Source: an optimization exercise on an open RTL-to-GDS flow (aim: small area and a short achievable clock period). Production flows keep margins and buffers that such runs may drop. No functional check of the RTL was part of any run shown here. No activity file was given, so power comes from the tool's default toggle rates.

`design.v`:
```
module multiplier  #(parameter width = 16)
   ( input    signed  [width-1 : 0] multiplicand,
     input    signed  [width-1 : 0] multiplier,   
     output   signed  [2 * width - 1 : 0] product
   ) ;
   assign  product = multiplicand * multiplier ;
endmodule
module  adder  #(parameter width = 32)  
		( input   signed [width-1 : 0] a ,
		  input   signed [width-1 : 0] b , 
		  output  signed [width-1 : 0] sum
		) ;
    assign   sum = a + b ;
endmodule
module accumulator #(parameter width = 32) 
	(input    clk,
     	 input    ena,
         input    reset,
         input	  signed [width - 1 : 0] acc_in,
   	 output   reg signed [width - 1 : 0] acc_out
	) ;
   always @(posedge clk) begin
      if (reset)  acc_out <= 0 ;
      else if (ena) acc_out <= acc_in ;
   end
endmodule
module mac_demo(input clk, input reset, input ena,
                input signed [15:0] k, input signed [15:0] x,
                output signed [31:0] acc_out);
  reg [31:0] rs, rc;
  wire en = ena & ~reset;
  wire [15:0] kg = k & {16{en}};
  wire [16:0] ke = {kg[15], kg};
  wire [17:0] ke2 = {ke, 1'b0};
  wire [16:0] xe = {x, 1'b0};
  wire [31:0] fs = rs & {32{~reset}};
  wire [31:0] fc = rc & {32{~reset}};
  wire [7:0] ng;
  wire b0_one = xe[1] ^ xe[0];
  wire b0_two = (xe[2] & ~xe[1] & ~xe[0]) | (~xe[2] & xe[1] & xe[0]);
  assign ng[0] = xe[2];
  wire [16:0] pp0 = (({17{b0_one}} & ke) | ({17{b0_two}} & ke2[16:0])) ^ {17{ng[0]}};
  wire b1_one = xe[3] ^ xe[2];
  wire b1_two = (xe[4] & ~xe[3] & ~xe[2]) | (~xe[4] & xe[3] & xe[2]);
  assign ng[1] = xe[4];
  wire [16:0] pp1 = (({17{b1_one}} & ke) | ({17{b1_two}} & ke2[16:0])) ^ {17{ng[1]}};
  wire b2_one = xe[5] ^ xe[4];
  wire b2_two = (xe[6] & ~xe[5] & ~xe[4]) | (~xe[6] & xe[5] & xe[4]);
  assign ng[2] = xe[6];
  wire [16:0] pp2 = (({17{b2_one}} & ke) | ({17{b2_two}} & ke2[16:0])) ^ {17{ng[2]}};
  wire b3_one = xe[7] ^ xe[6];
  wire b3_two = (xe[8] & ~xe[7] & ~xe[6]) | (~xe[8] & xe[7] & xe[6]);
  assign ng[3] = xe[8];
  wire [16:0] pp3 = (({17{b3_one}} & ke) | ({17{b3_two}} & ke2[16:0])) ^ {17{ng[3]}};
  wire b4_one = xe[9] ^ xe[8];
  wire b4_two = (xe[10] & ~xe[9] & ~xe[8]) | (~xe[10] & xe[9] & xe[8]);
  assign ng[4] = xe[10];
  wire [16:0] pp4 = (({17{b4_one}} & ke) | ({17{b4_two}} & ke2[16:0])) ^ {17{ng[4]}};
  wire b5_one = xe[11] ^ xe[10];
  wire b5_two = (xe[12] & ~xe[11] & ~xe[10]) | (~xe[12] & xe[11] & xe[10]);
  assign ng[5] = xe[12];
  wire [16:0] pp5 = (({17{b5_one}} & ke) | ({17{b5_two}} & ke2[16:0])) ^ {17{ng[5]}};
  wire b6_one = xe[13] ^ xe[12];
  wire b6_two = (xe[14] & ~xe[13] & ~xe[12]) | (~xe[14] & xe[13] & xe[12]);
  assign ng[6] = xe[14];
  wire [16:0] pp6 = (({17{b6_one}} & ke) | ({17{b6_two}} & ke2[16:0])) ^ {17{ng[6]}};
  wire b7_one = xe[15] ^ xe[14];
  wire b7_two = (xe[16] & ~xe[15] & ~xe[14]) | (~xe[16] & xe[15] & xe[14]);
  assign ng[7] = xe[16];
  wire [16:0] pp7 = (({17{b7_one}} & ke) | ({17{b7_two}} & ke2[16:0])) ^ {17{ng[7]}};
  wire s0, c0;
  assign s0 = fs[0] ^ fc[0] ^ pp0[0];
  assign c0 = (fs[0] & fc[0]) | (fs[0] & pp0[0]) | (fc[0] & pp0[0]);
  wire s1, c1;
  assign s1 = fs[1] ^ fc[1] ^ pp0[1];
  assign c1 = (fs[1] & fc[1]) | (fs[1] & pp0[1]) | (fc[1] & pp0[1]);
  wire s2, c2;
  assign s2 = fs[2] ^ fc[2] ^ pp0[2];
  assign c2 = (fs[2] & fc[2]) | (fs[2] & pp0[2]) | (fc[2] & pp0[2]);
  wire s3, c3;
  assign s3 = pp1[0] ^ ng[1] ^ c1;
  assign c3 = (pp1[0] & ng[1]) | (pp1[0] & c1) | (ng[1] & c1);
  wire s4, c4;
  assign s4 = fs[3] ^ fc[3] ^ pp0[3];
  assign c4 = (fs[3] & fc[3]) | (fs[3] & pp0[3]) | (fc[3] & pp0[3]);
  wire s5, c5;
  assign s5 = pp1[1] ^ c2 ^ s4;
  assign c5 = (pp1[1] & c2) | (pp1[1] & s4) | (c2 & s4);
  wire s6, c6;
  assign s6 = fs[4] ^ fc[4] ^ pp0[4];
  assign c6 = (fs[4] & fc[4]) | (fs[4] & pp0[4]) | (fc[4] & pp0[4]);
  wire s7, c7;
  assign s7 = pp1[2] ^ pp2[0] ^ ng[2];
  assign c7 = (pp1[2] & pp2[0]) | (pp1[2] & ng[2]) | (pp2[0] & ng[2]);
  wire s8, c8;
  assign s8 = c4 ^ s6 ^ s7;
  assign c8 = (c4 & s6) | (c4 & s7) | (s6 & s7);
  wire s9, c9;
  assign s9 = fs[5] ^ fc[5] ^ pp0[5];
  assign c9 = (fs[5] & fc[5]) | (fs[5] & pp0[5]) | (fc[5] & pp0[5]);
  wire s10, c10;
  assign s10 = pp1[3] ^ pp2[1] ^ c6;
  assign c10 = (pp1[3] & pp2[1]) | (pp1[3] & c6) | (pp2[1] & c6);
  wire s11, c11;
  assign s11 = c7 ^ s9 ^ c8;
  assign c11 = (c7 & s9) | (c7 & c8) | (s9 & c8);
  wire s12, c12;
  assign s12 = fs[6] ^ fc[6] ^ pp0[6];
  assign c12 = (fs[6] & fc[6]) | (fs[6] & pp0[6]) | (fc[6] & pp0[6]);
  wire s13, c13;
  assign s13 = pp1[4] ^ pp2[2] ^ pp3[0];
  assign c13 = (pp1[4] & pp2[2]) | (pp1[4] & pp3[0]) | (pp2[2] & pp3[0]);
  wire s14, c14;
  assign s14 = ng[3] ^ c9 ^ s12;
  assign c14 = (ng[3] & c9) | (ng[3] & s12) | (c9 & s12);
  wire s15, c15;
  assign s15 = s13 ^ c10 ^ s14;
  assign c15 = (s13 & c10) | (s13 & s14) | (c10 & s14);
  wire s16, c16;
  assign s16 = fs[7] ^ fc[7] ^ pp0[7];
  assign c16 = (fs[7] & fc[7]) | (fs[7] & pp0[7]) | (fc[7] & pp0[7]);
  wire s17, c17;
  assign s17 = pp1[5] ^ pp2[3] ^ pp3[1];
  assign c17 = (pp1[5] & pp2[3]) | (pp1[5] & pp3[1]) | (pp2[3] & pp3[1]);
  wire s18, c18;
  assign s18 = c12 ^ c13 ^ s16;
  assign c18 = (c12 & c13) | (c12 & s16) | (c13 & s16);
  wire s19, c19;
  assign s19 = s17 ^ c14 ^ s18;
  assign c19 = (s17 & c14) | (s17 & s18) | (c14 & s18);
  wire s20, c20;
  assign s20 = fs[8] ^ fc[8] ^ pp0[8];
  assign c20 = (fs[8] & fc[8]) | (fs[8] & pp0[8]) | (fc[8] & pp0[8]);
  wire s21, c21;
  assign s21 = pp1[6] ^ pp2[4] ^ pp3[2];
  assign c21 = (pp1[6] & pp2[4]) | (pp1[6] & pp3[2]) | (pp2[4] & pp3[2]);
  wire s22, c22;
  assign s22 = pp4[0] ^ ng[4] ^ c16;
  assign c22 = (pp4[0] & ng[4]) | (pp4[0] & c16) | (ng[4] & c16);
  wire s23, c23;
  assign s23 = c17 ^ s20 ^ s21;
  assign c23 = (c17 & s20) | (c17 & s21) | (s20 & s21);
  wire s24, c24;
  assign s24 = c18 ^ s22 ^ s23;
  assign c24 = (c18 & s22) | (c18 & s23) | (s22 & s23);
  wire s25, c25;
  assign s25 = fs[9] ^ fc[9] ^ pp0[9];
  assign c25 = (fs[9] & fc[9]) | (fs[9] & pp0[9]) | (fc[9] & pp0[9]);
  wire s26, c26;
  assign s26 = pp1[7] ^ pp2[5] ^ pp3[3];
  assign c26 = (pp1[7] & pp2[5]) | (pp1[7] & pp3[3]) | (pp2[5] & pp3[3]);
  wire s27, c27;
  assign s27 = pp4[1] ^ c20 ^ c21;
  assign c27 = (pp4[1] & c20) | (pp4[1] & c21) | (c20 & c21);
  wire s28, c28;
  assign s28 = s25 ^ s26 ^ c22;
  assign c28 = (s25 & s26) | (s25 & c22) | (s26 & c22);
  wire s29, c29;
  assign s29 = c23 ^ s27 ^ s28;
  assign c29 = (c23 & s27) | (c23 & s28) | (s27 & s28);
  wire s30, c30;
  assign s30 = fs[10] ^ fc[10] ^ pp0[10];
  assign c30 = (fs[10] & fc[10]) | (fs[10] & pp0[10]) | (fc[10] & pp0[10]);
  wire s31, c31;
  assign s31 = pp1[8] ^ pp2[6] ^ pp3[4];
  assign c31 = (pp1[8] & pp2[6]) | (pp1[8] & pp3[4]) | (pp2[6] & pp3[4]);
  wire s32, c32;
  assign s32 = pp4[2] ^ pp5[0] ^ ng[5];
  assign c32 = (pp4[2] & pp5[0]) | (pp4[2] & ng[5]) | (pp5[0] & ng[5]);
  wire s33, c33;
  assign s33 = c25 ^ c26 ^ s30;
  assign c33 = (c25 & c26) | (c25 & s30) | (c26 & s30);
  wire s34, c34;
  assign s34 = s31 ^ s32 ^ c27;
  assign c34 = (s31 & s32) | (s31 & c27) | (s32 & c27);
  wire s35, c35;
  assign s35 = s33 ^ c28 ^ s34;
  assign c35 = (s33 & c28) | (s33 & s34) | (c28 & s34);
  wire s36, c36;
  assign s36 = fs[11] ^ fc[11] ^ pp0[11];
  assign c36 = (fs[11] & fc[11]) | (fs[11] & pp0[11]) | (fc[11] & pp0[11]);
  wire s37, c37;
  assign s37 = pp1[9] ^ pp2[7] ^ pp3[5];
  assign c37 = (pp1[9] & pp2[7]) | (pp1[9] & pp3[5]) | (pp2[7] & pp3[5]);
  wire s38, c38;
  assign s38 = pp4[3] ^ pp5[1] ^ c30;
  assign c38 = (pp4[3] & pp5[1]) | (pp4[3] & c30) | (pp5[1] & c30);
  wire s39, c39;
  assign s39 = c31 ^ c32 ^ s36;
  assign c39 = (c31 & c32) | (c31 & s36) | (c32 & s36);
  wire s40, c40;
  assign s40 = s37 ^ c33 ^ s38;
  assign c40 = (s37 & c33) | (s37 & s38) | (c33 & s38);
  wire s41, c41;
  assign s41 = s39 ^ c34 ^ s40;
  assign c41 = (s39 & c34) | (s39 & s40) | (c34 & s40);
  wire s42, c42;
  assign s42 = fs[12] ^ fc[12] ^ pp0[12];
  assign c42 = (fs[12] & fc[12]) | (fs[12] & pp0[12]) | (fc[12] & pp0[12]);
  wire s43, c43;
  assign s43 = pp1[10] ^ pp2[8] ^ pp3[6];
  assign c43 = (pp1[10] & pp2[8]) | (pp1[10] & pp3[6]) | (pp2[8] & pp3[6]);
  wire s44, c44;
  assign s44 = pp4[4] ^ pp5[2] ^ pp6[0];
  assign c44 = (pp4[4] & pp5[2]) | (pp4[4] & pp6[0]) | (pp5[2] & pp6[0]);
  wire s45, c45;
  assign s45 = ng[6] ^ c36 ^ c37;
  assign c45 = (ng[6] & c36) | (ng[6] & c37) | (c36 & c37);
  wire s46, c46;
  assign s46 = s42 ^ s43 ^ s44;
  assign c46 = (s42 & s43) | (s42 & s44) | (s43 & s44);
  wire s47, c47;
  assign s47 = c38 ^ c39 ^ s45;
  assign c47 = (c38 & c39) | (c38 & s45) | (c39 & s45);
  wire s48, c48;
  assign s48 = s46 ^ c40 ^ s47;
  assign c48 = (s46 & c40) | (s46 & s47) | (c40 & s47);
  wire s49, c49;
  assign s49 = fs[13] ^ fc[13] ^ pp0[13];
  assign c49 = (fs[13] & fc[13]) | (fs[13] & pp0[13]) | (fc[13] & pp0[13]);
  wire s50, c50;
  assign s50 = pp1[11] ^ pp2[9] ^ pp3[7];
  assign c50 = (pp1[11] & pp2[9]) | (pp1[11] & pp3[7]) | (pp2[9] & pp3[7]);
  wire s51, c51;
  assign s51 = pp4[5] ^ pp5[3] ^ pp6[1];
  assign c51 = (pp4[5] & pp5[3]) | (pp4[5] & pp6[1]) | (pp5[3] & pp6[1]);
  wire s52, c52;
  assign s52 = c42 ^ c43 ^ c44;
  assign c52 = (c42 & c43) | (c42 & c44) | (c43 & c44);
  wire s53, c53;
  assign s53 = s49 ^ s50 ^ s51;
  assign c53 = (s49 & s50) | (s49 & s51) | (s50 & s51);
  wire s54, c54;
  assign s54 = c45 ^ c46 ^ s52;
  assign c54 = (c45 & c46) | (c45 & s52) | (c46 & s52);
  wire s55, c55;
  assign s55 = s53 ^ c47 ^ s54;
  assign c55 = (s53 & c47) | (s53 & s54) | (c47 & s54);
  wire s56, c56;
  assign s56 = fs[14] ^ fc[14] ^ pp0[14];
  assign c56 = (fs[14] & fc[14]) | (fs[14] & pp0[14]) | (fc[14] & pp0[14]);
  wire s57, c57;
  assign s57 = pp1[12] ^ pp2[10] ^ pp3[8];
  assign c57 = (pp1[12] & pp2[10]) | (pp1[12] & pp3[8]) | (pp2[10] & pp3[8]);
  wire s58, c58;
  assign s58 = pp4[6] ^ pp5[4] ^ pp6[2];
  assign c58 = (pp4[6] & pp5[4]) | (pp4[6] & pp6[2]) | (pp5[4] & pp6[2]);
  wire s59, c59;
  assign s59 = pp7[0] ^ ng[7] ^ c49;
  assign c59 = (pp7[0] & ng[7]) | (pp7[0] & c49) | (ng[7] & c49);
  wire s60, c60;
  assign s60 = c50 ^ c51 ^ s56;
  assign c60 = (c50 & c51) | (c50 & s56) | (c51 & s56);
  wire s61, c61;
  assign s61 = s57 ^ s58 ^ c52;
  assign c61 = (s57 & s58) | (s57 & c52) | (s58 & c52);
  wire s62, c62;
  assign s62 = c53 ^ s59 ^ s60;
  assign c62 = (c53 & s59) | (c53 & s60) | (s59 & s60);
  wire s63, c63;
  assign s63 = c54 ^ s61 ^ s62;
  assign c63 = (c54 & s61) | (c54 & s62) | (s61 & s62);
  wire s64, c64;
  assign s64 = fs[15] ^ fc[15] ^ pp0[15];
  assign c64 = (fs[15] & fc[15]) | (fs[15] & pp0[15]) | (fc[15] & pp0[15]);
  wire s65, c65;
  assign s65 = pp1[13] ^ pp2[11] ^ pp3[9];
  assign c65 = (pp1[13] & pp2[11]) | (pp1[13] & pp3[9]) | (pp2[11] & pp3[9]);
  wire s66, c66;
  assign s66 = pp4[7] ^ pp5[5] ^ pp6[3];
  assign c66 = (pp4[7] & pp5[5]) | (pp4[7] & pp6[3]) | (pp5[5] & pp6[3]);
  wire s67, c67;
  assign s67 = pp7[1] ^ c56 ^ c57;
  assign c67 = (pp7[1] & c56) | (pp7[1] & c57) | (c56 & c57);
  wire s68, c68;
  assign s68 = c58 ^ s64 ^ s65;
  assign c68 = (c58 & s64) | (c58 & s65) | (s64 & s65);
  wire s69, c69;
  assign s69 = s66 ^ c59 ^ c60;
  assign c69 = (s66 & c59) | (s66 & c60) | (c59 & c60);
  wire s70, c70;
  assign s70 = s67 ^ s68 ^ c61;
  assign c70 = (s67 & s68) | (s67 & c61) | (s68 & c61);
  wire s71, c71;
  assign s71 = c62 ^ s69 ^ s70;
  assign c71 = (c62 & s69) | (c62 & s70) | (s69 & s70);
  wire s72, c72;
  assign s72 = 1'b1 ^ fs[16] ^ fc[16];
  assign c72 = (1'b1 & fs[16]) | (1'b1 & fc[16]) | (fs[16] & fc[16]);
  wire s73, c73;
  assign s73 = s72 ^ ~pp0[16] ^ pp1[14];
  assign c73 = (s72 & ~pp0[16]) | (s72 & pp1[14]) | (~pp0[16] & pp1[14]);
  wire s74, c74;
  assign s74 = pp2[12] ^ pp3[10] ^ pp4[8];
  assign c74 = (pp2[12] & pp3[10]) | (pp2[12] & pp4[8]) | (pp3[10] & pp4[8]);
  wire s75, c75;
  assign s75 = pp5[6] ^ pp6[4] ^ pp7[2];
  assign c75 = (pp5[6] & pp6[4]) | (pp5[6] & pp7[2]) | (pp6[4] & pp7[2]);
  wire s76, c76;
  assign s76 = c64 ^ c65 ^ c66;
  assign c76 = (c64 & c65) | (c64 & c66) | (c65 & c66);
  wire s77, c77;
  assign s77 = s73 ^ s74 ^ s75;
  assign c77 = (s73 & s74) | (s73 & s75) | (s74 & s75);
  wire s78, c78;
  assign s78 = c67 ^ c68 ^ s76;
  assign c78 = (c67 & c68) | (c67 & s76) | (c68 & s76);
  wire s79, c79;
  assign s79 = s77 ^ c69 ^ s78;
  assign c79 = (s77 & c69) | (s77 & s78) | (c69 & s78);
  wire s80, c80;
  assign s80 = c70 ^ s79 ^ c71;
  assign c80 = (c70 & s79) | (c70 & c71) | (s79 & c71);
  wire s81, c81;
  assign s81 = 1'b1 ^ fs[17] ^ fc[17];
  assign c81 = (1'b1 & fs[17]) | (1'b1 & fc[17]) | (fs[17] & fc[17]);
  wire s82, c82;
  assign s82 = c72 ^ s81 ^ pp1[15];
  assign c82 = (c72 & s81) | (c72 & pp1[15]) | (s81 & pp1[15]);
  wire s83, c83;
  assign s83 = pp2[13] ^ pp3[11] ^ pp4[9];
  assign c83 = (pp2[13] & pp3[11]) | (pp2[13] & pp4[9]) | (pp3[11] & pp4[9]);
  wire s84, c84;
  assign s84 = pp5[7] ^ pp6[5] ^ pp7[3];
  assign c84 = (pp5[7] & pp6[5]) | (pp5[7] & pp7[3]) | (pp6[5] & pp7[3]);
  wire s85, c85;
  assign s85 = c73 ^ c74 ^ c75;
  assign c85 = (c73 & c74) | (c73 & c75) | (c74 & c75);
  wire s86, c86;
  assign s86 = s82 ^ s83 ^ s84;
  assign c86 = (s82 & s83) | (s82 & s84) | (s83 & s84);
  wire s87, c87;
  assign s87 = c76 ^ c77 ^ s85;
  assign c87 = (c76 & c77) | (c76 & s85) | (c77 & s85);
  wire s88, c88;
  assign s88 = s86 ^ c78 ^ s87;
  assign c88 = (s86 & c78) | (s86 & s87) | (c78 & s87);
  wire s89, c89;
  assign s89 = c79 ^ s88 ^ c80;
  assign c89 = (c79 & s88) | (c79 & c80) | (s88 & c80);
  wire s90, c90;
  assign s90 = fs[18] ^ fc[18] ^ c81;
  assign c90 = (fs[18] & fc[18]) | (fs[18] & c81) | (fc[18] & c81);
  wire s91, c91;
  assign s91 = s90 ^ ~pp1[16] ^ pp2[14];
  assign c91 = (s90 & ~pp1[16]) | (s90 & pp2[14]) | (~pp1[16] & pp2[14]);
  wire s92, c92;
  assign s92 = pp3[12] ^ pp4[10] ^ pp5[8];
  assign c92 = (pp3[12] & pp4[10]) | (pp3[12] & pp5[8]) | (pp4[10] & pp5[8]);
  wire s93, c93;
  assign s93 = pp6[6] ^ pp7[4] ^ c82;
  assign c93 = (pp6[6] & pp7[4]) | (pp6[6] & c82) | (pp7[4] & c82);
  wire s94, c94;
  assign s94 = c83 ^ c84 ^ s91;
  assign c94 = (c83 & c84) | (c83 & s91) | (c84 & s91);
  wire s95, c95;
  assign s95 = s92 ^ c85 ^ c86;
  assign c95 = (s92 & c85) | (s92 & c86) | (c85 & c86);
  wire s96, c96;
  assign s96 = s93 ^ s94 ^ c87;
  assign c96 = (s93 & s94) | (s93 & c87) | (s94 & c87);
  wire s97, c97;
  assign s97 = s95 ^ c88 ^ s96;
  assign c97 = (s95 & c88) | (s95 & s96) | (c88 & s96);
  wire s98, c98;
  assign s98 = 1'b1 ^ fs[19] ^ fc[19];
  assign c98 = (1'b1 & fs[19]) | (1'b1 & fc[19]) | (fs[19] & fc[19]);
  wire s99, c99;
  assign s99 = s98 ^ c90 ^ pp2[15];
  assign c99 = (s98 & c90) | (s98 & pp2[15]) | (c90 & pp2[15]);
  wire s100, c100;
  assign s100 = pp3[13] ^ pp4[11] ^ pp5[9];
  assign c100 = (pp3[13] & pp4[11]) | (pp3[13] & pp5[9]) | (pp4[11] & pp5[9]);
  wire s101, c101;
  assign s101 = pp6[7] ^ pp7[5] ^ c91;
  assign c101 = (pp6[7] & pp7[5]) | (pp6[7] & c91) | (pp7[5] & c91);
  wire s102, c102;
  assign s102 = c92 ^ s99 ^ s100;
  assign c102 = (c92 & s99) | (c92 & s100) | (s99 & s100);
  wire s103, c103;
  assign s103 = c93 ^ c94 ^ s101;
  assign c103 = (c93 & c94) | (c93 & s101) | (c94 & s101);
  wire s104, c104;
  assign s104 = s102 ^ c95 ^ s103;
  assign c104 = (s102 & c95) | (s102 & s103) | (c95 & s103);
  wire s105, c105;
  assign s105 = c96 ^ s104 ^ c97;
  assign c105 = (c96 & s104) | (c96 & c97) | (s104 & c97);
  wire s106, c106;
  assign s106 = fs[20] ^ fc[20] ^ c98;
  assign c106 = (fs[20] & fc[20]) | (fs[20] & c98) | (fc[20] & c98);
  wire s107, c107;
  assign s107 = s106 ^ ~pp2[16] ^ pp3[14];
  assign c107 = (s106 & ~pp2[16]) | (s106 & pp3[14]) | (~pp2[16] & pp3[14]);
  wire s108, c108;
  assign s108 = pp4[12] ^ pp5[10] ^ pp6[8];
  assign c108 = (pp4[12] & pp5[10]) | (pp4[12] & pp6[8]) | (pp5[10] & pp6[8]);
  wire s109, c109;
  assign s109 = pp7[6] ^ c99 ^ c100;
  assign c109 = (pp7[6] & c99) | (pp7[6] & c100) | (c99 & c100);
  wire s110, c110;
  assign s110 = s107 ^ s108 ^ c101;
  assign c110 = (s107 & s108) | (s107 & c101) | (s108 & c101);
  wire s111, c111;
  assign s111 = c102 ^ s109 ^ c103;
  assign c111 = (c102 & s109) | (c102 & c103) | (s109 & c103);
  wire s112, c112;
  assign s112 = s110 ^ c104 ^ s111;
  assign c112 = (s110 & c104) | (s110 & s111) | (c104 & s111);
  wire s113, c113;
  assign s113 = 1'b1 ^ fs[21] ^ fc[21];
  assign c113 = (1'b1 & fs[21]) | (1'b1 & fc[21]) | (fs[21] & fc[21]);
  wire s114, c114;
  assign s114 = s113 ^ c106 ^ pp3[15];
  assign c114 = (s113 & c106) | (s113 & pp3[15]) | (c106 & pp3[15]);
  wire s115, c115;
  assign s115 = pp4[13] ^ pp5[11] ^ pp6[9];
  assign c115 = (pp4[13] & pp5[11]) | (pp4[13] & pp6[9]) | (pp5[11] & pp6[9]);
  wire s116, c116;
  assign s116 = pp7[7] ^ c107 ^ c108;
  assign c116 = (pp7[7] & c107) | (pp7[7] & c108) | (c107 & c108);
  wire s117, c117;
  assign s117 = s114 ^ s115 ^ c109;
  assign c117 = (s114 & s115) | (s114 & c109) | (s115 & c109);
  wire s118, c118;
  assign s118 = s116 ^ c110 ^ s117;
  assign c118 = (s116 & c110) | (s116 & s117) | (c110 & s117);
  wire s119, c119;
  assign s119 = c111 ^ s118 ^ c112;
  assign c119 = (c111 & s118) | (c111 & c112) | (s118 & c112);
  wire s120, c120;
  assign s120 = fs[22] ^ fc[22] ^ c113;
  assign c120 = (fs[22] & fc[22]) | (fs[22] & c113) | (fc[22] & c113);
  wire s121, c121;
  assign s121 = s120 ^ ~pp3[16] ^ pp4[14];
  assign c121 = (s120 & ~pp3[16]) | (s120 & pp4[14]) | (~pp3[16] & pp4[14]);
  wire s122, c122;
  assign s122 = pp5[12] ^ pp6[10] ^ pp7[8];
  assign c122 = (pp5[12] & pp6[10]) | (pp5[12] & pp7[8]) | (pp6[10] & pp7[8]);
  wire s123, c123;
  assign s123 = c114 ^ c115 ^ s121;
  assign c123 = (c114 & c115) | (c114 & s121) | (c115 & s121);
  wire s124, c124;
  assign s124 = s122 ^ c116 ^ s123;
  assign c124 = (s122 & c116) | (s122 & s123) | (c116 & s123);
  wire s125, c125;
  assign s125 = c117 ^ s124 ^ c118;
  assign c125 = (c117 & s124) | (c117 & c118) | (s124 & c118);
  wire s126, c126;
  assign s126 = 1'b1 ^ fs[23] ^ fc[23];
  assign c126 = (1'b1 & fs[23]) | (1'b1 & fc[23]) | (fs[23] & fc[23]);
  wire s127, c127;
  assign s127 = s126 ^ c120 ^ pp4[15];
  assign c127 = (s126 & c120) | (s126 & pp4[15]) | (c120 & pp4[15]);
  wire s128, c128;
  assign s128 = pp5[13] ^ pp6[11] ^ pp7[9];
  assign c128 = (pp5[13] & pp6[11]) | (pp5[13] & pp7[9]) | (pp6[11] & pp7[9]);
  wire s129, c129;
  assign s129 = c121 ^ c122 ^ s127;
  assign c129 = (c121 & c122) | (c121 & s127) | (c122 & s127);
  wire s130, c130;
  assign s130 = s128 ^ c123 ^ s129;
  assign c130 = (s128 & c123) | (s128 & s129) | (c123 & s129);
  wire s131, c131;
  assign s131 = c124 ^ s130 ^ c125;
  assign c131 = (c124 & s130) | (c124 & c125) | (s130 & c125);
  wire s132, c132;
  assign s132 = fs[24] ^ fc[24] ^ c126;
  assign c132 = (fs[24] & fc[24]) | (fs[24] & c126) | (fc[24] & c126);
  wire s133, c133;
  assign s133 = s132 ^ ~pp4[16] ^ pp5[14];
  assign c133 = (s132 & ~pp4[16]) | (s132 & pp5[14]) | (~pp4[16] & pp5[14]);
  wire s134, c134;
  assign s134 = pp6[12] ^ pp7[10] ^ c127;
  assign c134 = (pp6[12] & pp7[10]) | (pp6[12] & c127) | (pp7[10] & c127);
  wire s135, c135;
  assign s135 = c128 ^ s133 ^ c129;
  assign c135 = (c128 & s133) | (c128 & c129) | (s133 & c129);
  wire s136, c136;
  assign s136 = s134 ^ c130 ^ s135;
  assign c136 = (s134 & c130) | (s134 & s135) | (c130 & s135);
  wire s137, c137;
  assign s137 = 1'b1 ^ fs[25] ^ fc[25];
  assign c137 = (1'b1 & fs[25]) | (1'b1 & fc[25]) | (fs[25] & fc[25]);
  wire s138, c138;
  assign s138 = s137 ^ c132 ^ pp5[15];
  assign c138 = (s137 & c132) | (s137 & pp5[15]) | (c132 & pp5[15]);
  wire s139, c139;
  assign s139 = pp6[13] ^ pp7[11] ^ c133;
  assign c139 = (pp6[13] & pp7[11]) | (pp6[13] & c133) | (pp7[11] & c133);
  wire s140, c140;
  assign s140 = s138 ^ c134 ^ s139;
  assign c140 = (s138 & c134) | (s138 & s139) | (c134 & s139);
  wire s141, c141;
  assign s141 = c135 ^ s140 ^ c136;
  assign c141 = (c135 & s140) | (c135 & c136) | (s140 & c136);
  wire s142, c142;
  assign s142 = fs[26] ^ fc[26] ^ c137;
  assign c142 = (fs[26] & fc[26]) | (fs[26] & c137) | (fc[26] & c137);
  wire s143, c143;
  assign s143 = s142 ^ ~pp5[16] ^ pp6[14];
  assign c143 = (s142 & ~pp5[16]) | (s142 & pp6[14]) | (~pp5[16] & pp6[14]);
  wire s144, c144;
  assign s144 = pp7[12] ^ c138 ^ s143;
  assign c144 = (pp7[12] & c138) | (pp7[12] & s143) | (c138 & s143);
  wire s145, c145;
  assign s145 = c139 ^ s144 ^ c140;
  assign c145 = (c139 & s144) | (c139 & c140) | (s144 & c140);
  wire s146, c146;
  assign s146 = 1'b1 ^ fs[27] ^ fc[27];
  assign c146 = (1'b1 & fs[27]) | (1'b1 & fc[27]) | (fs[27] & fc[27]);
  wire s147, c147;
  assign s147 = s146 ^ c142 ^ pp6[15];
  assign c147 = (s146 & c142) | (s146 & pp6[15]) | (c142 & pp6[15]);
  wire s148, c148;
  assign s148 = pp7[13] ^ c143 ^ s147;
  assign c148 = (pp7[13] & c143) | (pp7[13] & s147) | (c143 & s147);
  wire s149, c149;
  assign s149 = c144 ^ s148 ^ c145;
  assign c149 = (c144 & s148) | (c144 & c145) | (s148 & c145);
  wire s150, c150;
  assign s150 = fs[28] ^ fc[28] ^ c146;
  assign c150 = (fs[28] & fc[28]) | (fs[28] & c146) | (fc[28] & c146);
  wire s151, c151;
  assign s151 = s150 ^ ~pp6[16] ^ pp7[14];
  assign c151 = (s150 & ~pp6[16]) | (s150 & pp7[14]) | (~pp6[16] & pp7[14]);
  wire s152, c152;
  assign s152 = c147 ^ s151 ^ c148;
  assign c152 = (c147 & s151) | (c147 & c148) | (s151 & c148);
  wire s153, c153;
  assign s153 = 1'b1 ^ fs[29] ^ fc[29];
  assign c153 = (1'b1 & fs[29]) | (1'b1 & fc[29]) | (fs[29] & fc[29]);
  wire s154, c154;
  assign s154 = s153 ^ c150 ^ pp7[15];
  assign c154 = (s153 & c150) | (s153 & pp7[15]) | (c150 & pp7[15]);
  wire s155, c155;
  assign s155 = c151 ^ s154 ^ c152;
  assign c155 = (c151 & s154) | (c151 & c152) | (s154 & c152);
  wire s156, c156;
  assign s156 = fs[30] ^ fc[30] ^ c153;
  assign c156 = (fs[30] & fc[30]) | (fs[30] & c153) | (fc[30] & c153);
  wire s157, c157;
  assign s157 = s156 ^ ~pp7[16] ^ c154;
  assign c157 = (s156 & ~pp7[16]) | (s156 & c154) | (~pp7[16] & c154);
  wire s158, c158;
  assign s158 = 1'b1 ^ fs[31] ^ fc[31];
  assign c158 = (1'b1 & fs[31]) | (1'b1 & fc[31]) | (fs[31] & fc[31]);
  wire s159, c159;
  assign s159 = s158 ^ c156 ^ c157;
  assign c159 = (s158 & c156) | (s158 & c157) | (c156 & c157);
  wire [31:0] ns = {s159, s157, s155, s152, s149, s145, s141, s136, s131, s125, s119, s112, s105, s97, s89, s80, c63, c55, c48, c41, c35, c29, c24, c19, c15, c11, s10, c5, c3, s2, c0, ng[0]};
  wire [31:0] nc = {1'b0, c155, 1'b0, c149, 1'b0, c141, 1'b0, c131, 1'b0, c119, 1'b0, c105, 1'b0, c89, 1'b0, 1'b0, s71, s63, s55, s48, s41, s35, s29, s24, s19, s15, s11, s8, s5, s3, s1, s0};
  always @(posedge clk) begin
    rs <= ns;
    rc <= nc;
  end
  assign acc_out = rs + rc;
endmodule
```
`run.sh`:
```
#!/bin/bash
# synth_recipe.tcl (not shown) runs the flow's synth.tcl, then flattens the netlist and writes it again
# the make line also repeats each setting of config.mk as NAME=value (left out here)
make -C /OpenROAD-flow-scripts/flow DESIGN_CONFIG=/design/flow/config.mk WORK_HOME=/design/flow/orfs CLKGATE_MAP_FILE= SYNTH_SCRIPT=/design/flow/synth_recipe.tcl finish
```
`config.mk`:
```
export PLATFORM = sky130hd
export DESIGN_NAME = mac_demo
export DESIGN_NICKNAME = mac_demo
export VERILOG_FILES = /design/flow/design.v
export SDC_FILE = /design/flow/constraint.sdc
export NUM_CORES = 4
export LEC_CHECK = 0
export CAP_MARGIN = 20
export CORE_MARGIN = 2
export CORE_UTILIZATION = 40
export SLEW_MARGIN = 20
```
`constraint.sdc`:
```
create_clock -name core_clock -period 7.0 [get_ports {clk}]
set_input_delay 1.4000 -clock core_clock [delete_from_list [all_inputs] [get_ports {clk}]]
set_output_delay 1.4000 -clock core_clock [all_outputs]
set_load 0.01 [all_outputs]
```
==> qor.yml, run 1 <==
cts:
  htreeDepth: 2
  clockBufferDepth: 2
  postCtsSetupBuffers: 0
  numCtsBuffers: 5
  cts_tree: "done"
  clkLatencyLatePin_ns: 0.30
  ctsHoldBuffers: 0
  path_clk_slew_ns: 0.07
  cts_resized: 0
  clkSinkCount: 55
  clock-root-buffer: "clkbuf_16"
yosys:
  syn_area_um2: 12600
  post-synth-top-count-cell: "nand2_1"
  ys_types: 65
  yosys-top-cells-count: "nand2_1, a21oi_1, nor2_1"
  synthesis.nets: 1957
  syn_avg_cell_area_um2: 7.16
  syn_inst: 1753
  synth_ff_type: "dfxtp_1"
  yosys.area.top_type: "fa_1"
  synthTopCellsByArea: "fa_1, dfxtp_1, a21oi_1"
  yosysWarnings: 1
  synth_top_area_share_pct: 23.3
  synth_edf_count: 0
  async_flop_share_pct: 0
  ys_ff_latch: 55
  synth-seq-area-share_pct: 8.77
timing:
  skew_ns: 0.00497
  slew_headroom_pct: 31.6
  holdWs_ns: 0.603
  worst_slew_pin_slew_ns: 1.02
  min_period_ns: 6.23
  finalSetupViolCount: 0
  fin_tns_setup_ns: 0
  hold_violations: 0
  fin_crit_sh_pct: 88.9
  max_freq_mhz: 161
  rsz0062_at_grt: "false"
  finalMaxSlewViolations: 0
die:
  start_util_pct: 40.8
  ios: 67
  rows: 64
  dieArea_um2: 32800
  die-width_um: 181
  core_um2: 30700
  fp.dieH_um: 181
final_layout:
  num-fill-cells: 3136
  area_growth_pct: 7.63
  final_nets: 1901
  ff_latch_area_um2: 1100
  instances_no_fill: 2094
  layout-drive-gt1-share_pct: 5.71
  multiInputGateArea_um2: 10100
  diodes: 0
worst_setup_path:
  end_kind: "flop"
  reg2reg_slack_ns: 2.98
  rr_startpoint: "rs[17]"
  worstPathMaxFanout: 33
  crit_type: "in2reg"
  timing.rr.end: "rs[21]"
  r2r_cells: 9
  crit_arrival_ns: 6.40
  start_kind: "primary input"
  cp.required_ns: 7.17
routing:
  num_vias: 12000
  drtIter0Drc: 1331
  wl_per_cell_um: 18.1
  via_per_inst: 5.72
  drc: 0
  drtPass1Iterations: 6
  antenna_left: 0
  routed_wl_um: 38000
min_path:
  hold_start: "rs[31]"
  hold_end: "rs[31]"
  hold_path_depth: 2
  min_path_type: "reg2reg"
job:
  cap_violations: 0
global_route:
  grt_overflow_total: 0
  grt_pass1_vias: 10600
  grt_pass1_wl_um: 60600
  grt_usage_pct: 23.0
  antenna_found_initial: 0
  grt_max_degree: 97
placed_design:
  gp_congestion: 0.923
  dpl.cell_count: 2086
  hpwlAfterDp_um: 30000
  portBuffers: 66
power:
  power_density_nw_per_um2: 389
  ir_drop_mv: 0.227
  p_leak_uw: 0.00559
status:
  outcome: "complete, no violations"
-- layout by cell type, fill, tap and decap left out, types with 57 or more instances in the layout --
master           synthesis  routed
a21oi_1                173     173
buf_4                   12      58
clkdlybuf4s50_1          0      57
fa_1                   146     146
inv_1                  148     148
maj3_1                  86      86
nand2_1                220     220
nor2_1                 151     151
o21ai_0                128     128
o22ai_1                 92      92
-- kinds of logic after synthesis --
logic type	after synthesis	share of synthesized area, %
buffers and inverters	337	10.8
adder cells (fa/ha/maj)	256	32.5
AO/OA/AOI/OAI	543	26.0
XOR/XNOR	43	3.00
AND/OR/NAND/NOR	513	18.4
flip-flops	55	8.77
multiplexers	6	0.518
-- flip-flops by register name, summed over array words and instances, names as in the netlist --
register	count
rc	23
rs	32
-- layout make-up --
type | count | area share [%]
Clock inverter | 2 | 0.259
Clock buffer | 6 | 1.03
Sequential cell | 55 | 8.15
Timing Repair Buffer | 126 | 8.07
Multi-Input combinational cell | 1361 | 74.7
Tap cell | 396 | 3.67
Inverter | 148 | 4.11
-- report_power, final --
part	leakage (uW)	internal, uW	switching, uW
Clock	0.0000868	178	113
Combinational	0.00504	1970	2330
Sequential	0.000464	540	126
-- per-layer routing --
metal	vias to the layer above	GRT usage, %	wire (um)
met5	-	0	0
met4	0	5.04	664
met3	40	1.65	2590
met2	465	33.6	15800
met1	5689	36.5	18900
li1	5784	-	-
-- through the flow --
stage | worst slack [ns] | util (%) | total power [uW] | area, um2
finish | 0.774 | 44.0 | 5260 | 13500
global route | 0.512 | 44.0 | 5910 | 13500
CTS | 0.795 | 44.0 | 5290 | 13500
detailed placement | 0.482 | 43.4 | 4980 | 13300
global placement | 0.528 | 43.4 | 4870 | 13300
floorplan | 1.27 | - | 3550 | 12600
-- worst max-delay path by stage --
stage | cells after the start | endpoint | slack (ns) | start
final | 17 | rs[17] | 0.77 | ena
after global routing | 17 | rs[17] | 0.51 | ena
after CTS | 17 | rs[17] | 0.80 | ena
after detailed placement | 17 | rs[17] | 0.48 | ena
after global placement | 17 | rs[17] | 0.53 | ena
after floorplan | 18 | rs[17] | 1.27 | ena
-- critical path, stage by stage --
cell and delay, ns:
clkdlybuf4s50_1 0.45, nor2b_2 0.12, buf_4 0.32, and2_1 0.43, maj3_1 0.27, o22ai_1 0.08, a21o_1 0.18, fa_1 0.42
fa_1 0.42, inv_1 0.09, fa_1 0.17, inv_1 0.05, fa_1 0.53, inv_1 0.05, fa_1 0.44, fa_1 0.46
fa_1 0.50
==> inputs of run 2 (changes only) <==
--- a/config.mk
+++ b/config.mk
@@ -6,4 +6,5 @@
 export NUM_CORES = 4
 export LEC_CHECK = 0
+export ABC_AREA = 1
 export CAP_MARGIN = 20
 export CORE_MARGIN = 2
==> run 2 against run 1 <==
  * Count of clock-buffer cells in the layout increased by 1
  * Synthesized cell count decreased by 27%
  * Critical path type unchanged
  * Critical endpoint unchanged
  * Worst setup slack improved by 0.11 ns
  * Global-route usage increased by 0.90 points
  * Largest power group unchanged
  * Clock skew increased by 0.0023 ns
==> qor.yml, run 2 <==
worst_setup_path:
  crit_type: "in2reg"
  r2r_cells: 11  # +2
  end_kind: "flop"
  cp.required_ns: 7.17  # about the same
  crit_arrival_ns: 6.29  # -0.11 ns
  worstPathMaxFanout: 15  # -55%
  timing.rr.end: "rs[21]"
  start_kind: "primary input"
  rr_startpoint: "rs[17]"
  reg2reg_slack_ns: 2.81  # -0.17 ns
die:
  fp.dieH_um: 158  # -13%
  dieArea_um2: 25000  # -24%
  core_um2: 23400  # -24%
  die-width_um: 158  # -13%
  rows: 56  # -13%
  start_util_pct: 40.7  # -0.18 points
  ios: 67  # unchanged
yosys:
  syn_avg_cell_area_um2: 7.49  # +4.5%
  post-synth-top-count-cell: "nand2_1"
  yosys.area.top_type: "fa_1"
  synth_edf_count: 0  # unchanged
  synthesis.nets: 1475  # -25%
  syn_area_um2: 9520  # -24%
  yosys-top-cells-count: "nand2_1, inv_1, fa_1"
  synth-seq-area-share_pct: 11.6  # +2.8 points
  syn_inst: 1271  # -27%
  ys_types: 32  # -51%
  synth_top_area_share_pct: 30.7  # +7.4 points
  synth_ff_type: "dfxtp_1"
  async_flop_share_pct: 0  # unchanged
  yosysWarnings: 1  # unchanged
  synthTopCellsByArea: "fa_1, xor2_1, dfxtp_1"
  ys_ff_latch: 55  # unchanged
global_route:
  grt_pass1_wl_um: 45700  # -25%
  antenna_found_initial: 0  # unchanged
  grt_usage_pct: 23.9  # +0.90 points
  grt_pass1_vias: 8417  # -20%
  grt_overflow_total: 0  # unchanged
  grt_max_degree: 35  # -64%
min_path:
  hold_start: "rs[31]"
  min_path_type: "reg2reg"
  hold_path_depth: 3  # +1
  hold_end: "rs[31]"
routing:
  antenna_left: 0  # unchanged
  drtPass1Iterations: 5  # -1
  wl_per_cell_um: 17.3  # -4.7%
  via_per_inst: 5.03  # -12%
  num_vias: 8254  # -31%
  drc: 0  # unchanged
  routed_wl_um: 28400  # -25%
  drtIter0Drc: 629  # -53%
cts:
  numCtsBuffers: 5  # unchanged
  postCtsSetupBuffers: 0  # unchanged
  clkLatencyLatePin_ns: 0.30  # about the same
  clkSinkCount: 55  # unchanged
  clock-root-buffer: "clkbuf_16"
  htreeDepth: 2  # unchanged
  path_clk_slew_ns: 0.06  # about the same
  ctsHoldBuffers: 0  # unchanged
  cts_tree: "done"
  clockBufferDepth: 2  # unchanged
  cts_resized: 0  # unchanged
final_layout:
  layout-drive-gt1-share_pct: 4.39  # -1.3 points
  diodes: 0  # unchanged
  final_cell_mix: "nand2_1, inv_1, fa_1"
  largest_reg_flops: 32  # unchanged
  top_register: "rs"
  postLayoutCoreUtil_pct: 45.7  # +1.7 points
  final_common_cell: "nand2_1"
  top_regs: "rs: 32 flops, rc: 23 flops"
  final_nets: 1525  # -20%
  area_growth_pct: 12.3
timing:
  skew_ns: 0.00729  # +0.00233 ns
  rsz0062_at_grt: "false"
  min_period_ns: 6.12  # -0.108 ns
  slew_headroom_pct: 51.5  # +20 points
  finalSetupViolCount: 0  # unchanged
  finalMaxSlewViolations: 0  # unchanged
  fin_tns_setup_ns: 0  # unchanged
  hold_violations: 0  # unchanged
  max_freq_mhz: 163  # +1.8%
  fin_crit_sh_pct: 87.4  # -1.5 points
  worst_slew_pin_slew_ns: 0.719  # -0.303 ns
power:
  p_leak_uw: 0.00552  # -1.2%
  ir_drop_mv: 0.279  # +23%
  power_density_nw_per_um2: 477  # +23%
status:
  outcome: "complete, no violations"
placed_design:
  gp_congestion: 0.945  # +2.4%
  portBuffers: 66  # unchanged
  hpwlAfterDp_um: 23900  # -20%
job:
  cap_violations: 0  # unchanged
run 2: how the worst max path moves through the flow:
| stage | start | slack (ns) | end |
|---|---|---|---|
| floorplan | x[5] | 1.42 | rs[17] |
| global placement | reset | 0.61 | rs[17] |
| detailed placement | reset | 0.56 | rs[17] |
| CTS | reset | 0.87 | rs[17] |
| global route | reset | 0.61 | rs[17] |
| finish | reset | 0.88 | rs[17] |
run 2: layout make-up:
cell class / count / area [um2]
fill: 2403 / 12700
multi-input combinational: 891 / 7120
sequential: 55 / 1100
inverter: 271 / 1020
timing repair buffer: 97 / 893
tap: 319 / 399
clock buffer: 7 / 143
clock inverter: 1 / 8.76
run 2: worst max-delay path, stage by stage:
cell and delay, ns:
clkdlybuf4s50_1 0.43, inv_2 0.11, nand2_1 0.14, inv_2 0.28, nand2_1 0.26, buf_4 0.25
o22ai_1 0.15, xor2_1 0.11, fa_1 0.43, fa_1 0.44, inv_1 0.10, fa_1 0.16
inv_1 0.05, fa_1 0.52, inv_1 0.06, fa_1 0.44, fa_1 0.46, fa_1 0.48
run 2: report_power, final:
| group | total, uW | internal (uW) | leakage (uW) | switching, uW |
|---|---|---|---|---|
| combinational | 4170 | 1780 | 0.00498 | 2380 |
| sequential | 674 | 542 | 0.000464 | 132 |
| clock | 258 | 144 | 0.0000741 | 114 |
run 2: cells by family after synthesis:
group,synth area share (%)
multiplexers,0.105
adder cells (fa/ha/maj),33.7
XOR/XNOR,13.0
buffers and inverters,13.6
AO/OA/AOI/OAI,10.7
flip-flops,11.6
AND/OR/NAND/NOR,17.3
run 2: metal layers:
layer	wire length (um)	vias up	part of all wire [%]	global-route usage [%]
li1	-	3976	-	-
met1	13700	3951	48	34.3
met2	12300	290	43	37.4
met3	1740	37	6.1	3.81
met4	670	0	2.4	6.48
met5	0	-	0	0
run 2: metrics by stage:
step / setup WS (ns) / area (um2) / cells / total power, uW / hold slack (ns)
CTS: 0.874 / 10700 / 1641 / 5140 / 0.531
floorplan: 1.42 / 9520 / 1271 / 3360 / 0.491
global route: 0.613 / 10700 / 1641 / 5800 / 0.587
finish: 0.882 / 10700 / 1641 / 5100 / 0.528
detailed placement: 0.564 / 10500 / 1633 / 4870 / 0.515
global placement: 0.607 / 10500 / 1633 / 4780 / 0.506
==> inputs of run 3 (changes only) <==
--- a/config.mk
+++ b/config.mk
@@ -10,3 +10,4 @@
 export CORE_MARGIN = 2
 export CORE_UTILIZATION = 40
+export SETUP_SLACK_MARGIN = 1.0
 export SLEW_MARGIN = 20
==> run 3 against run 2 <==
  * Cell area is 1.2% higher
  * Synthesized area unchanged
  * Register-to-register slack about the same
  * First-iteration DRC count grew 3.3%
  * Critical path depth down 1
  * Combinational power about the same
  * Fmax grew 5.3%
  * Via count is 0.55% higher
  * Still clean on timing, DRC and antenna
  * Highest routed layer unchanged
  * Synthesized cell count unchanged
  * Clock power barely moved
  * Total power about the same
  * Routed wire length is 0.36% higher
==> qor.yml, run 3 <==
worst_setup_path:
  reg2reg_slack_ns: 2.81  # about the same
  r2r_cells: 11  # unchanged
  critPathMaxStageDelay_ns: 0.53  # about the same
  timing.rr.end: "rs[21]"
  cp.required_ns: 7.17  # about the same
  end_kind: "flop"
  critical_path_buf_inv_count: 7  # unchanged
  crit_type: "in2reg"
  worstPathMaxFanout: 16  # +1
  start_kind: "primary input"
  rr_startpoint: "rs[17]"
  cp_common_cell: "fa_1"
  critPathSlowestCell: "fa_1"
  crit_chain: "clkdlybuf4s50_1 > inv_2 > nand2_4 > clkinvlp_4 > buf_4 > nand2_4 > o22ai_1 > xor2_1 > fa_1 > inv_1 > fa_1 > inv_1 > fa_1 > inv_1 > fa_1 > fa_1 > fa_1"
  cp_top_family: "adder cells"
  crit_arrival_ns: 5.98  # -0.31 ns
power:
  power_density_nw_per_um2: 472  # -1.1%
  p_total_uw: 5100  # about the same
  p_leak_uw: 0.00562  # +1.9%
  ir_drop_mv: 0.279  # about the same
routing:
  met2WireLength_um: 12300  # +0.17%
  drc: 0  # unchanged
  num_vias: 8299  # +0.55%
  antenna_left: 0  # unchanged
  drtPass1Iterations: 5  # unchanged
  drtIter0Drc: 650  # +3.3%
  via_per_inst: 5.04  # +0.30%
  routed_wl_um: 28500  # +0.36%
  wl_per_cell_um: 17.3  # +0.12%
  wl_met3_um: 1820  # +4.5%
  wl_met1_um: 13700  # -0.31%
  routed.top_layer: "met4"
min_path:
  min_path_type: "reg2reg"
  hold_path_depth: 3  # unchanged
  hold_start: "rs[31]"
  hold_end: "rs[31]"
yosys:
  synth_top_family_by_area: "adder cells"
  synth_edf_count: 0  # unchanged
  synth-seq-area-share_pct: 11.6  # unchanged
  syn_inst: 1271  # unchanged
  yosys.area.top_type: "fa_1"
  syn_area_um2: 9520  # unchanged
  yosysWarnings: 1  # unchanged
  synthTopCellsByArea: "fa_1, xor2_1, dfxtp_1"
  yosys-top-cells-count: "nand2_1, inv_1, fa_1"
  synthSimpleGateAreaFrac_pct: 17.3  # unchanged
  synth_compound_area_share_pct: 10.7  # unchanged
  synth_ff_type: "dfxtp_1"
  ys_types: 32  # unchanged
  ys_ff_latch: 55  # unchanged
  yosys.area_share.adder_pct: 33.7  # unchanged
  synthMuxAreaShare_pct: 0.105  # unchanged
  async_flop_share_pct: 0  # unchanged
  synth_xor_area_share_pct: 13.0  # unchanged
  post-synth-top-count-cell: "nand2_1"
  synthesis.nets: 1475  # unchanged
  synth_top_area_share_pct: 30.7  # unchanged
  syn_avg_cell_area_um2: 7.49  # unchanged
global_route:
  grt_usage_pct: 23.9  # +0.059 points
  grt_pass1_wl_um: 45800  # +0.30%
  grt_overflow_total: 0  # unchanged
  grt_pass1_vias: 8450  # +0.39%
  grt_max_degree: 35  # unchanged
  antenna_found_initial: 0  # unchanged
final_layout:
  num-fill-cells: 2399  # -0.17%
  area_growth_pct: 13.7
  ff_latch_area_um2: 1100  # unchanged
  diodes: 0  # unchanged
  postLayoutCoreUtil_pct: 46.2  # +0.57 points
  multiInputGateArea_um2: 7200  # +1.1%
  final_common_cell: "nand2_1"
  top_register: "rs"
  layout-drive-gt1-share_pct: 5.73  # +1.3 points
  largest_reg_flops: 32  # unchanged
  top_regs: "rs: 32 flops, rc: 23 flops"
  final_cell_mix: "nand2_1, inv_1, fa_1"
  final_nets: 1529  # +0.26%
placed_design:
  gp_congestion: 0.945  # unchanged
  hpwlAfterDp_um: 23900  # unchanged
  portBuffers: 66  # unchanged
die:
  die-width_um: 158  # unchanged
  fp.dieH_um: 158  # unchanged
  start_util_pct: 40.7  # unchanged
  core_um2: 23400  # unchanged
  dieArea_um2: 25000  # unchanged
  ios: 67  # unchanged
  rows: 56  # unchanged
timing:
  holdWs_ns: 0.529  # +0.000861 ns
  finalMaxSlewViolations: 0  # unchanged
  hold_violations: 0  # unchanged
  min_period_ns: 5.81  # -0.308 ns
  slew_headroom_pct: 52.7  # +1.2 points
  skew_ns: 0.00610  # -0.00119 ns
  finalSetupViolCount: 0  # unchanged
  worst_slew_pin_slew_ns: 0.702  # -0.0174 ns
  fin_tns_setup_ns: 0  # unchanged
  fin_crit_sh_pct: 83.0  # -4.4 points
  rsz0062_at_grt: "true"
  max_freq_mhz: 172  # +5.3%
cts:
  htreeDepth: 2  # unchanged
  clkSinkCount: 55  # unchanged
  path_clk_slew_ns: 0.06  # about the same
  cts_tree: "done"
  clkLatencyLatePin_ns: 0.30  # about the same
  clockBufferDepth: 2  # unchanged
  clock-root-buffer: "clkbuf_16"
  numCtsBuffers: 5  # unchanged
status:
  outcome: "complete, no violations"
job:
  cap_violations: 0  # unchanged
## run 3: worst max-delay path by stage
stage                     slack (ns)  cells after the start     end  startpoint
final                           1.19                     17  rs[17]       reset
after CTS                       1.01                     16  rs[17]        x[5]
after global placement          0.61                     18  rs[17]       reset
after floorplan                 1.42                     16  rs[17]        x[5]
after global routing            0.98                     17  rs[17]        x[5]
after detailed placement        0.56                     18  rs[17]       reset
## run 3: report_power, final
| group | internal, uW | leakage, uW | switching [uW] | total, uW |
|---|---|---|---|---|
| logic | 1790 | 0.00509 | 2390 | 4170 |
| clock network | 144 | 0.0000741 | 114 | 257 |
| registers | 542 | 0.000464 | 132 | 674 |
| total | 2470 | 0.00562 | 2630 | 5100 |
## run 3: kinds of logic (layout without fill, tap and decap cells)
kind of cell / count (synthesis) / in the layout
AO/OA/AOI/OAI: 168 / 168
XOR/XNOR: 141 / 141
adder cells (fa/ha/maj): 169 / 169
buffers and inverters: 325 / 380
flip-flops: 55 / 55
multiplexers: 1 / 1
AND/OR/NAND/NOR: 412 / 412
## run 3: repair_timing
action                                  4_1_cts  5_1_grt
pin swaps                                     0        1
hold buffers                                  0        0
endpoints found under the setup margin        2        4
buffers inserted                              2        1
hold endpoints to repair                      0        0
cloned                                        1        0
resized for setup                             9       27
## run 3: area by class of cell
type,instances,area share [%]
Sequential cell,55,10.2
Timing Repair Buffer,100,8.61
Clock inverter,1,0.0810
Timing Repair inverter,1,0.0694
Multi-Input combinational cell,891,66.6
Tap cell,319,3.69
Clock buffer,7,1.32
Inverter,271,9.47
## run 3: tightest hold or removal path, delay by kind of cell (launching register included)
kind | cells | cell delay, ns
simple gates | 1 | 0.08
buf+inv | 1 | 0.04
flops | 1 | 0.32
xor+xnor | 1 | 0.06
## run 3: per-layer routing
metal / track usage, % / vias up
met1: 34.4 / 3950
met4: 6.44 / 0
met3: 3.78 / 46
met2: 37.6 / 314
li1: - / 3989
met5: 0 / -
## run 3: per-stage QoR
stage               instances  worst slack (ns)  instance area, um2
global placement         1633             0.607               10500
finish                   1645              1.19               10800
global route             1645             0.980               10800
CTS                      1644              1.01               10700
detailed placement       1633             0.564               10500
floorplan                1271              1.42                9520

## what the ideal ports hide
No port has a modelled driver above. Below, the same layouts with a new extraction and two added sets of constraints.
Step 1 (the two cells are an assumption about what drives the block):
set clk [get_ports {clk}]
set_driving_cell -lib_cell sky130_fd_sc_hd__clkbuf_16 $clk
set_driving_cell -lib_cell sky130_fd_sc_hd__buf_2 [delete_from_list [all_inputs] $clk]
Step 2 times the ports against the registers' clock, not the clock port: input delays grow and output delays shrink by t, the midpoint of the rising clock arrivals with the driver on.
Three values: no drivers, after step 1, after step 2; two values: the first two.
run	t (ns)	slack for setup (ns)	cell pins on the clock port's net
run 1	0.333	0.774 / 0.791 / 0.458	1
run 2	0.335	0.882 / 0.903 / 0.568	1
run 3	0.335	1.189 / 1.208 / 0.874	1
After both steps setup and hold are still met in every run listed. The setup slack of run 1, which loses most, moves by +0.017 ns with the drivers and by -0.316 ns with both steps.
